What follows belongs to an exercise in optimizing a design on an open flow for small area and a short achievable clock period; a production flow would make more cautious choices.
Function was checked by simulation only, so behaviour that the tests miss may differ from the original.

[run.sh]
#!/bin/bash
# synth_recipe.tcl (not shown) runs the flow's synth.tcl, then flattens the netlist and writes it again
# the make line also repeats each setting of config.mk as NAME=value (left out here)
make -C /OpenROAD-flow-scripts/flow DESIGN_CONFIG=/design/flow/config.mk WORK_HOME=/design/flow/orfs CLKGATE_MAP_FILE= SYNTH_SCRIPT=/design/flow/synth_recipe.tcl finish
[config.mk]
export PLATFORM = sky130hd
export DESIGN_NAME = IIR
export DESIGN_NICKNAME = IIR
export VERILOG_FILES = /design/flow/design.v
export SDC_FILE = /design/flow/constraint.sdc
export NUM_CORES = 4
export LEC_CHECK = 0
export CAP_MARGIN = 20
export CORE_MARGIN = 2
export CORE_UTILIZATION = 40
export SLEW_MARGIN = 20
[constraint.sdc]
create_clock -name core_clock -period 16.0 [get_ports {clk}]
set_input_delay 3.2000 -clock core_clock [delete_from_list [all_inputs] [get_ports {clk}]]
set_output_delay 3.2000 -clock core_clock [all_outputs]
set_load 0.01 [all_outputs]
[design.v]
module IIR(clk, rst, Start, load, DIn, RAddr, data_done, WEN, Yn, WAddr, Finish);
	parameter n = 16;
	parameter m = 20;
	input clk, rst;
	input Start;
	input data_done;
	input [n-1:0]DIn;
	output WEN, load;
	output Finish;
	output [n-1:0]Yn;
	output [m-1:0]RAddr;
	output [m-1:0]WAddr;
	wire control_state;
	control_FSM control(
		.clk(clk), .rst(rst),
		.start(Start), .data_done(data_done), .load(load), .RAddr(RAddr), .state(control_state)
	);
	datapath dp(
		.clk(clk), .rst(rst),
		.command(control_state), .RAddr(RAddr), .DIn(DIn), .WEN(WEN), .Yn(Yn), .WAddr(WAddr), .finish(Finish)
	);
endmodule
module control_FSM(clk, rst, start, data_done, load, RAddr, state);
	parameter m = 20;
	parameter idle = 1'b0;
	parameter read = 1'b1;
	input clk, rst, start, data_done;
	output load, state;
	output [m-1:0]RAddr;
	reg load, state;
	reg [m-1:0]RAddr;
	reg next_load, next_state;
	reg [m-1:0]next_RAddr;
	always@(*) begin
		next_state = idle;
		next_load = 1'b0;
		next_RAddr = 0;
		case(state)
			idle: begin
				next_state = idle;
				next_RAddr = 0;
				next_load = 1'b0;
				if(start) begin
					next_state = read;
					next_RAddr = 0;
					next_load = 1'b1;
				end
			end
			read: begin
				next_state = read;
				next_RAddr = RAddr + 1;
				next_load = 1'b1;
				if(data_done) begin
					next_state = idle;
					next_RAddr = 0;
					next_load = 1'b0;
				end
			end
		endcase
	end
	always@(posedge clk or posedge rst) begin  
		if(rst)begin
			state <= 1'b0;
			load <= 1'b0;
			RAddr <= {m{1'b0}};
		end else begin
			state <= next_state;
			load <= next_load;
			RAddr <= next_RAddr;
		end
	end
endmodule
module datapath(clk, rst, command, RAddr, DIn, WEN, Yn, WAddr, finish);
	parameter idle = 1'b0;
	parameter write = 1'b1;
	parameter n = 16;
	parameter m = 20;
	input clk, rst, command;
	input [m-1:0]RAddr;
	input [n-1:0]DIn;
	output WEN, finish;
	output [n-1:0]Yn;
	output [m-1:0]WAddr;
	reg WEN, finish, state;
	reg [m-1:0]WAddr;
	reg next_WEN, next_finish, next_state;
	reg [m-1:0]next_WAddr;
	reg [n-1:0]x0, x1, x2, x3, x4, x5;
	reg [n-1:0]y0, y1, y2, y3, y4;
	wire [n-1:0]next_x0, next_x1, next_x2, next_x3, next_x4, next_x5;
	wire [n-1:0]next_y0, next_y1, next_y2, next_y3, next_y4;
	wire [n+6:0]a0, a1, a2, a3, a4, a5, b0, a_all;
	wire [n+8:0]b1, b2, b3, b4, b_all;
	wire [n-1:0]DIn_fix = ~command ? {n{1'b0}} : DIn;
	wire [n-1:0]x0_abs, x1_abs, x2_abs, x3_abs, x4_abs, x5_abs;
	wire [n-1:0]y0_abs, y1_abs, y2_abs, y3_abs, y4_abs;
	assign x0_abs = x0[n-1] ? (~x0 + 1) : x0;
	assign x1_abs = x1[n-1] ? (~x1 + 1) : x1;
	assign x2_abs = x2[n-1] ? (~x2 + 1) : x2;
	assign x3_abs = x3[n-1] ? (~x3 + 1) : x3;
	assign x4_abs = x4[n-1] ? (~x4 + 1) : x4;
	assign x5_abs = x5[n-1] ? (~x5 + 1) : x5;
	assign y0_abs = y0[n-1] ? (~y0 + 1) : y0;
	assign y1_abs = y1[n-1] ? (~y1 + 1) : y1;
	assign y2_abs = y2[n-1] ? (~y2 + 1) : y2;
	assign y3_abs = y3[n-1] ? (~y3 + 1) : y3;
	assign y4_abs = y4[n-1] ? (~y4 + 1) : y4;
	assign a_all = (x0[n-1] ? (~a0 + 1) : a0) +
				   (x1[n-1] ? (~a1 + 1) : a1) +
				   (x2[n-1] ? (~a2 + 1) : a2) +
				   (x3[n-1] ? (~a3 + 1) : a3) +
				   (x4[n-1] ? (~a4 + 1) : a4) +
				   (x5[n-1] ? (~a5 + 1) : a5) +
				   (y0[n-1] ? (~b0 + 1) : b0);
	assign b_all = (y1[n-1] ? b1 : (~b1 + 1)) +
				   (y2[n-1] ? (~b2 + 1) : b2) +
				   (y3[n-1] ? b3 : (~b3 + 1)) +
				   (y4[n-1] ? (~b4 + 1) : b4);
	assign Yn = a_all[n+6:7] + {b_all[n+8], b_all[n+5:7]};
	assign a0 = {x0_abs[n-1],
				( {x0_abs[n-2:0], 7'd0} >> 6 )+
				( {x0_abs[n-2:0], 7'd0} >> 9 )+
				( {x0_abs[n-2:0], 7'd0} >> 10)+
				( {x0_abs[n-2:0], 7'd0} >> 11)+
				( {x0_abs[n-2:0], 7'd0} >> 12)+
				( {x0_abs[n-2:0], 7'd0} >> 13) };
	assign a1 = {x1_abs[n-1],
				( {x1_abs[n-2:0], 7'd0} >> 6 )+
				( {x1_abs[n-2:0], 7'd0} >> 8 )+
				( {x1_abs[n-2:0], 7'd0} >> 10)+
				( {x1_abs[n-2:0], 7'd0} >> 11)+
				( {x1_abs[n-2:0], 7'd0} >> 14) };
	assign a2 = {x2_abs[n-1],
				( {x2_abs[n-2:0], 7'd0} >> 5 )+
				( {x2_abs[n-2:0], 7'd0} >> 8 )+
				( {x2_abs[n-2:0], 7'd0} >> 9 )+
				( {x2_abs[n-2:0], 7'd0} >> 11)+
				( {x2_abs[n-2:0], 7'd0} >> 14) };
	assign a3 = {x3_abs[n-1],
				( {x3_abs[n-2:0], 7'd0} >> 5 )+
				( {x3_abs[n-2:0], 7'd0} >> 8 )+
				( {x3_abs[n-2:0], 7'd0} >> 9 )+
				( {x3_abs[n-2:0], 7'd0} >> 11)+
				( {x3_abs[n-2:0], 7'd0} >> 14) };
	assign a4 = {x4_abs[n-1],
				( {x4_abs[n-2:0], 7'd0} >> 6 )+
				( {x4_abs[n-2:0], 7'd0} >> 8 )+
				( {x4_abs[n-2:0], 7'd0} >> 10)+
				( {x4_abs[n-2:0], 7'd0} >> 11)+
				( {x4_abs[n-2:0], 7'd0} >> 14) };
	assign a5 = {x5_abs[n-1],
				( {x5_abs[n-2:0], 7'd0} >> 6 )+
				( {x5_abs[n-2:0], 7'd0} >> 9 )+
				( {x5_abs[n-2:0], 7'd0} >> 10)+
				( {x5_abs[n-2:0], 7'd0} >> 11)+
				( {x5_abs[n-2:0], 7'd0} >> 12)+
				( {x5_abs[n-2:0], 7'd0} >> 13) };
	assign b0 = {y0_abs[n-1],
				( {y0_abs[n-2:0], 7'd0} >> 2 )+
				( {y0_abs[n-2:0], 7'd0} >> 3 )+
				( {y0_abs[n-2:0], 7'd0} >> 8 )+
				( {y0_abs[n-2:0], 7'd0} >> 11)+
				( {y0_abs[n-2:0], 7'd0} >> 13)+
				( {y0_abs[n-2:0], 7'd0} >> 14) };
	assign b1 = {y1_abs[n-1],
				( {2'd0, y1_abs[n-2:0], 7'd0}      )+
				( {2'd0, y1_abs[n-2:0], 7'd0} >> 1 )+
				( {2'd0, y1_abs[n-2:0], 7'd0} >> 3 )+
				( {2'd0, y1_abs[n-2:0], 7'd0} >> 6 )+
				( {2'd0, y1_abs[n-2:0], 7'd0} >> 7 )+
				( {2'd0, y1_abs[n-2:0], 7'd0} >> 8 )+
				( {2'd0, y1_abs[n-2:0], 7'd0} >> 10)+
				( {2'd0, y1_abs[n-2:0], 7'd0} >> 11)+
				( {2'd0, y1_abs[n-2:0], 7'd0} >> 12)+
				( {2'd0, y1_abs[n-2:0], 7'd0} >> 13) };
	assign b2 = {y2_abs[n-1],
				( {2'd0, y2_abs[n-2:0], 7'd0} << 1 )+
				( {2'd0, y2_abs[n-2:0], 7'd0}      )+
				( {2'd0, y2_abs[n-2:0], 7'd0} >> 2 )+
				( {2'd0, y2_abs[n-2:0], 7'd0} >> 4 )+
				( {2'd0, y2_abs[n-2:0], 7'd0} >> 5 )+
				( {2'd0, y2_abs[n-2:0], 7'd0} >> 6 )+
				( {2'd0, y2_abs[n-2:0], 7'd0} >> 7 )+
				( {2'd0, y2_abs[n-2:0], 7'd0} >> 8 ) };
	assign b3 = {y3_abs[n-1],
				( {2'd0, y3_abs[n-2:0], 7'd0} << 2 )+
				( {2'd0, y3_abs[n-2:0], 7'd0} >> 7 )+
				( {2'd0, y3_abs[n-2:0], 7'd0} >> 9 )+
				( {2'd0, y3_abs[n-2:0], 7'd0} >> 10)+
				( {2'd0, y3_abs[n-2:0], 7'd0} >> 12) };
	assign b4 = {y4_abs[n-1],
				( {2'd0, y4_abs[n-2:0], 7'd0} << 1 )+
				( {2'd0, y4_abs[n-2:0], 7'd0} >> 1 )+
				( {2'd0, y4_abs[n-2:0], 7'd0} >> 2 )+
				( {2'd0, y4_abs[n-2:0], 7'd0} >> 7 )+
				( {2'd0, y4_abs[n-2:0], 7'd0} >> 13)+
				( {2'd0, y4_abs[n-2:0], 7'd0} >> 14) };
	assign next_x0 = x1;
	assign next_x1 = x2;
	assign next_x2 = x3;
	assign next_x3 = x4;
	assign next_x4 = x5;
	assign next_x5 = DIn_fix;
	assign next_y0 = y1;
	assign next_y1 = y2;
	assign next_y2 = y3;
	assign next_y3 = y4;
	assign next_y4 = Yn;
	always@(*) begin
		next_state = idle;
		next_WEN = 1'b0;
		next_finish = 1'b0;
		next_WAddr = {m{1'b0}};
		case(state)
			idle: begin
				next_state = idle;
				next_WEN = 1'b0;
				next_finish = 1'b0;
				next_WAddr = {m{1'b0}};
				if(command) begin
					next_state = write;
					next_WEN = 1'b1;
					next_finish = 1'b0;
					next_WAddr = {m{1'b0}};
				end
			end
			write: begin
				next_state = write;
				next_WEN = 1'b1;
				next_finish = 1'b0;
				next_WAddr = RAddr;
				if(~command) begin
					next_state = idle;
					next_WEN = 1'b0;
					next_finish = 1'b1;
					next_WAddr = {m{1'b0}};
				end
			end
		endcase
	end
	always@(posedge clk or posedge rst) begin  
		if(rst)begin
			state <= 1'b0;
			WEN <= 1'b0;
			finish <= 1'b0;
			WAddr <= {m{1'b0}};
			x0 <= {n{1'b0}};
			x1 <= {n{1'b0}};
			x2 <= {n{1'b0}};
			x3 <= {n{1'b0}};
			x4 <= {n{1'b0}};
			x5 <= {n{1'b0}};
			y0 <= {n{1'b0}};
			y1 <= {n{1'b0}};
			y2 <= {n{1'b0}};
			y3 <= {n{1'b0}};
			y4 <= {n{1'b0}};
		end else begin
			state <= next_state;
			WEN <= next_WEN;
			finish <= next_finish;
			WAddr <= next_WAddr;
			x0 <= next_x0;
			x1 <= next_x1;
			x2 <= next_x2;
			x3 <= next_x3;
			x4 <= next_x4;
			x5 <= next_x5;
			y0 <= next_y0;
			y1 <= next_y1;
			y2 <= next_y2;
			y3 <= next_y3;
			y4 <= next_y4;
		end
	end
endmodule
==> metrics.cfg <==
[timing]
max_slew_margin_pct=35.1
drv_slew=0
fmax_mhz=63.6
setup_violations=0
worst_pin_slew_ns=0.967
skew_ns=0.0321
rsz0062_at_grt=true
hold_viol=0
worst_slack_ns=0.285
fin_crit_sh_pct=98.2
finalCriticalPeriod_ns=15.71

[clock_tree]
cts_root_buf=clkbuf_16
insertion_delay_ns=0.60
cts_buffers=28
cts_tree=done
clock_path_buffers=3
cts_sinks=219
clk_pin_slew_ns=0.06
hold_buffers=0
h-tree-depth=1

[global_routing]
grt_overflow_total=0
grt_antenna_before_repair=3
grt_pass1_vias=34700
grt_pass1_wl_mm=188
grtUsageTotal_pct=20.7
grt_max_degree=80

[setup_path]
cp.arrival_ns=12.51
path_max_fanout=3
cp_common_cell=fa_1
critPathMaxStageDelay_ns=0.53
path_buf_inv=10
cp_slowest_cell=fa_1
crit_path_start_kind=register
crit_path_end_kind=primary output
path_class=register to primary output
crit_family=adder cells
crit_required_ns=12.80

[detailed_routing]
drc_errors=0
via_per_inst=5.26
antenna_left=0
wirelength_mm=117
vias=34800
first_pass_iters=6
wire_per_inst_um=17.6
drt_first_iter_violations=2131

[synthesis]
synth_nets=5944
async_flop_share_pct=100
avgSynthCellArea_um2=9.08
ys_ff_latch=219
synth_top_area_share_pct=23.7
synth_cell_types=96
synth_warnings=2
synth_flop_cell=dfrtp_1
synth.most_common_cell=inv_1
ys_seq_area_share_pct=12.4
ys_top_cells_by_area=fa_1 24%, ha_1 15%, dfrtp_1 12%
synth_edf_count=0
synth_commonest_cells=668 x inv_1, 545 x ha_1, 523 x fa_1
syn_inst=4856
synth_top_area_cell=fa_1
syn-cell-area_mm2=0.0441

[run]
maxCapViolations=0

[layout]
syn_to_final_growth_pct=14.4
design_area_mm2=0.0504
final_nets=6210
drive_above_1_share_pct=10.6

[placement]
preCtsSetupSlack_ns=-0.208
place.gp.congestion=0.929
placed_cell_area_mm2=0.0479
io_buffers=78
hpwl_mm=100

[worst_hold_path]
hold_path.class=register to register

[die]
core-area_mm2=0.109
row_count=121
start_util_pct=40.4
io_pins=79
fp.dieW_um=336
die_h_um=336
die-area_mm2=0.113

[run_status]
outcome=no timing/DRC/antenna violations

-- worst reg2reg max path: cells and delay by family, from the launching register on --
| family | cells | cell delay [ns] |
|---|---|---|
| buf+inv | 9 | 0.92 |
| flops | 1 | 0.37 |
| compound gates | 12 | 2.26 |
| fa+ha+maj | 10 | 4.44 |
| xor+xnor | 7 | 1.48 |
| simple gates | 9 | 2.37 |
-- stage by stage --
step	TNS, ns	hold WS [ns]	utilization [%]	cells
after floorplan	0	0.349	-	4856
after global placement	-0.0196	0.388	43.9	6527
after detailed placement	-0.208	0.407	43.9	6527
after CTS	0	0.423	45.2	6589
after global routing	-0.258	0.429	46.2	6619
final	0	0.417	46.2	6620
-- sequential cells by signal, indices dropped and copies added, names as in the netlist, 16 cells and up --
register / count
control.RAddr: 20
dp.WAddr: 20
dp.x0: 16
dp.x1: 16
dp.x2: 16
dp.x3: 16
dp.x4: 16
dp.x5: 16
dp.y0: 16
dp.y1: 16
dp.y2: 16
dp.y3: 16
dp.y4: 16
-- metal layers --
| metal | GRT usage (%) | vias up | share of wire, % |
|---|---|---|---|
| li1 | - | 17000 | - |
| met1 | 30.5 | 17100 | 48 |
| met2 | 33.7 | 675 | 46 |
| met3 | 2.36 | 62 | 5.3 |
| met4 | 2.21 | 0 | 0.93 |
| met5 | 0 | - | 0 |
-- layout make-up --
cell class,instances,area [µm²]
tap,1476,1850
sequential,219,5480
fill,10400,58700
inverter,670,2520
antenna,1,2.50
clock buffer,31,732
multi-input combinational,3896,37100
clock inverter,20,290
timing repair buffer,307,2510
-- cells by family (layout without fill, tap and decap cells) --
| kind of cell | count (synthesis) | count (layout) | share of synthesized area (%) |
|---|---|---|---|
| AND/OR/NAND/NOR | 1162 | 1162 | 13.4 |
| adder cells (fa/ha/maj) | 1069 | 1069 | 39.2 |
| multiplexers | 20 | 20 | 0.471 |
| AO/OA/AOI/OAI | 985 | 985 | 14.8 |
| XOR/XNOR | 660 | 660 | 13.3 |
| other | 0 | 1 | 0 |
| buffers and inverters | 741 | 1028 | 6.32 |
| flip-flops | 219 | 219 | 12.4 |
-- path summary, 6_finish.rpt --
check / from / endpoint / slack, ns / cells past startpoint
min reg2reg: dp.x4[1] / dp.x3[1] / 0.42 / 0
max in group asynchronous: rst / dp.x0[15] / 11.48 / 3
max: dp.y0[3] / Yn[15] / 0.29 / 48
min: dp.x4[1] / dp.x3[1] / 0.42 / 0
max reg2reg: dp.y0[3] / dp.y4[15] / 4.09 / 47
min in group asynchronous: rst / dp.WAddr[6] / 3.07 / 2
-- placed cells by master, fill, tap and decap left out, drive strengths merged, types with 76 or more instances in the layout --
| cell type | netlist | final |
|---|---|---|
| xnor2 | 459 | 459 |
| o21ai | 240 | 240 |
| xor2 | 194 | 194 |
| nor2 | 272 | 272 |
| inv | 669 | 675 |
| fa | 523 | 523 |
| buf | 12 | 230 |
| or3 | 81 | 81 |
| a21o | 84 | 84 |
| a21oi | 211 | 211 |
| nor3 | 96 | 96 |
| dfrtp | 219 | 219 |
| nand2 | 275 | 275 |
| ha | 545 | 545 |
| clkdlybuf4s50 | 0 | 76 |
-- what timing repair did --
| action | 4_1_cts | 5_1_grt |
|---|---|---|
| resized for setup | 73 | 187 |
| setup buffers | 12 | 30 |
| pin swaps | 55 | 117 |
| endpoints found under the setup margin | 3 | 6 |

==> port drivers added, routing unchanged <==
Ports are ideal in the flow. The routed layout listed here was re-timed in OpenROAD.
Step 1: set_driving_cell puts a clkbuf_16 on clk and a buf_2 on each other input, an assumption about the parent block.
Step 2 moves the port delays by t, midway between the first and last clock arrival at a register: inputs arrive t later, outputs are due t later. That takes back most of the time a late clock gives input paths.
a / b / c = ideal / step 1 / step 2; a / b = the first two.
t (ns): 0.635
setup slack, ns: 0.285 / 0.231 / 0.865
worst slew at a driven data input, ns: 0.04
After both steps setup and hold are still met in this run. For this run, drivers alone change the setup slack by -0.054 ns; drivers and shift together by +0.580 ns.
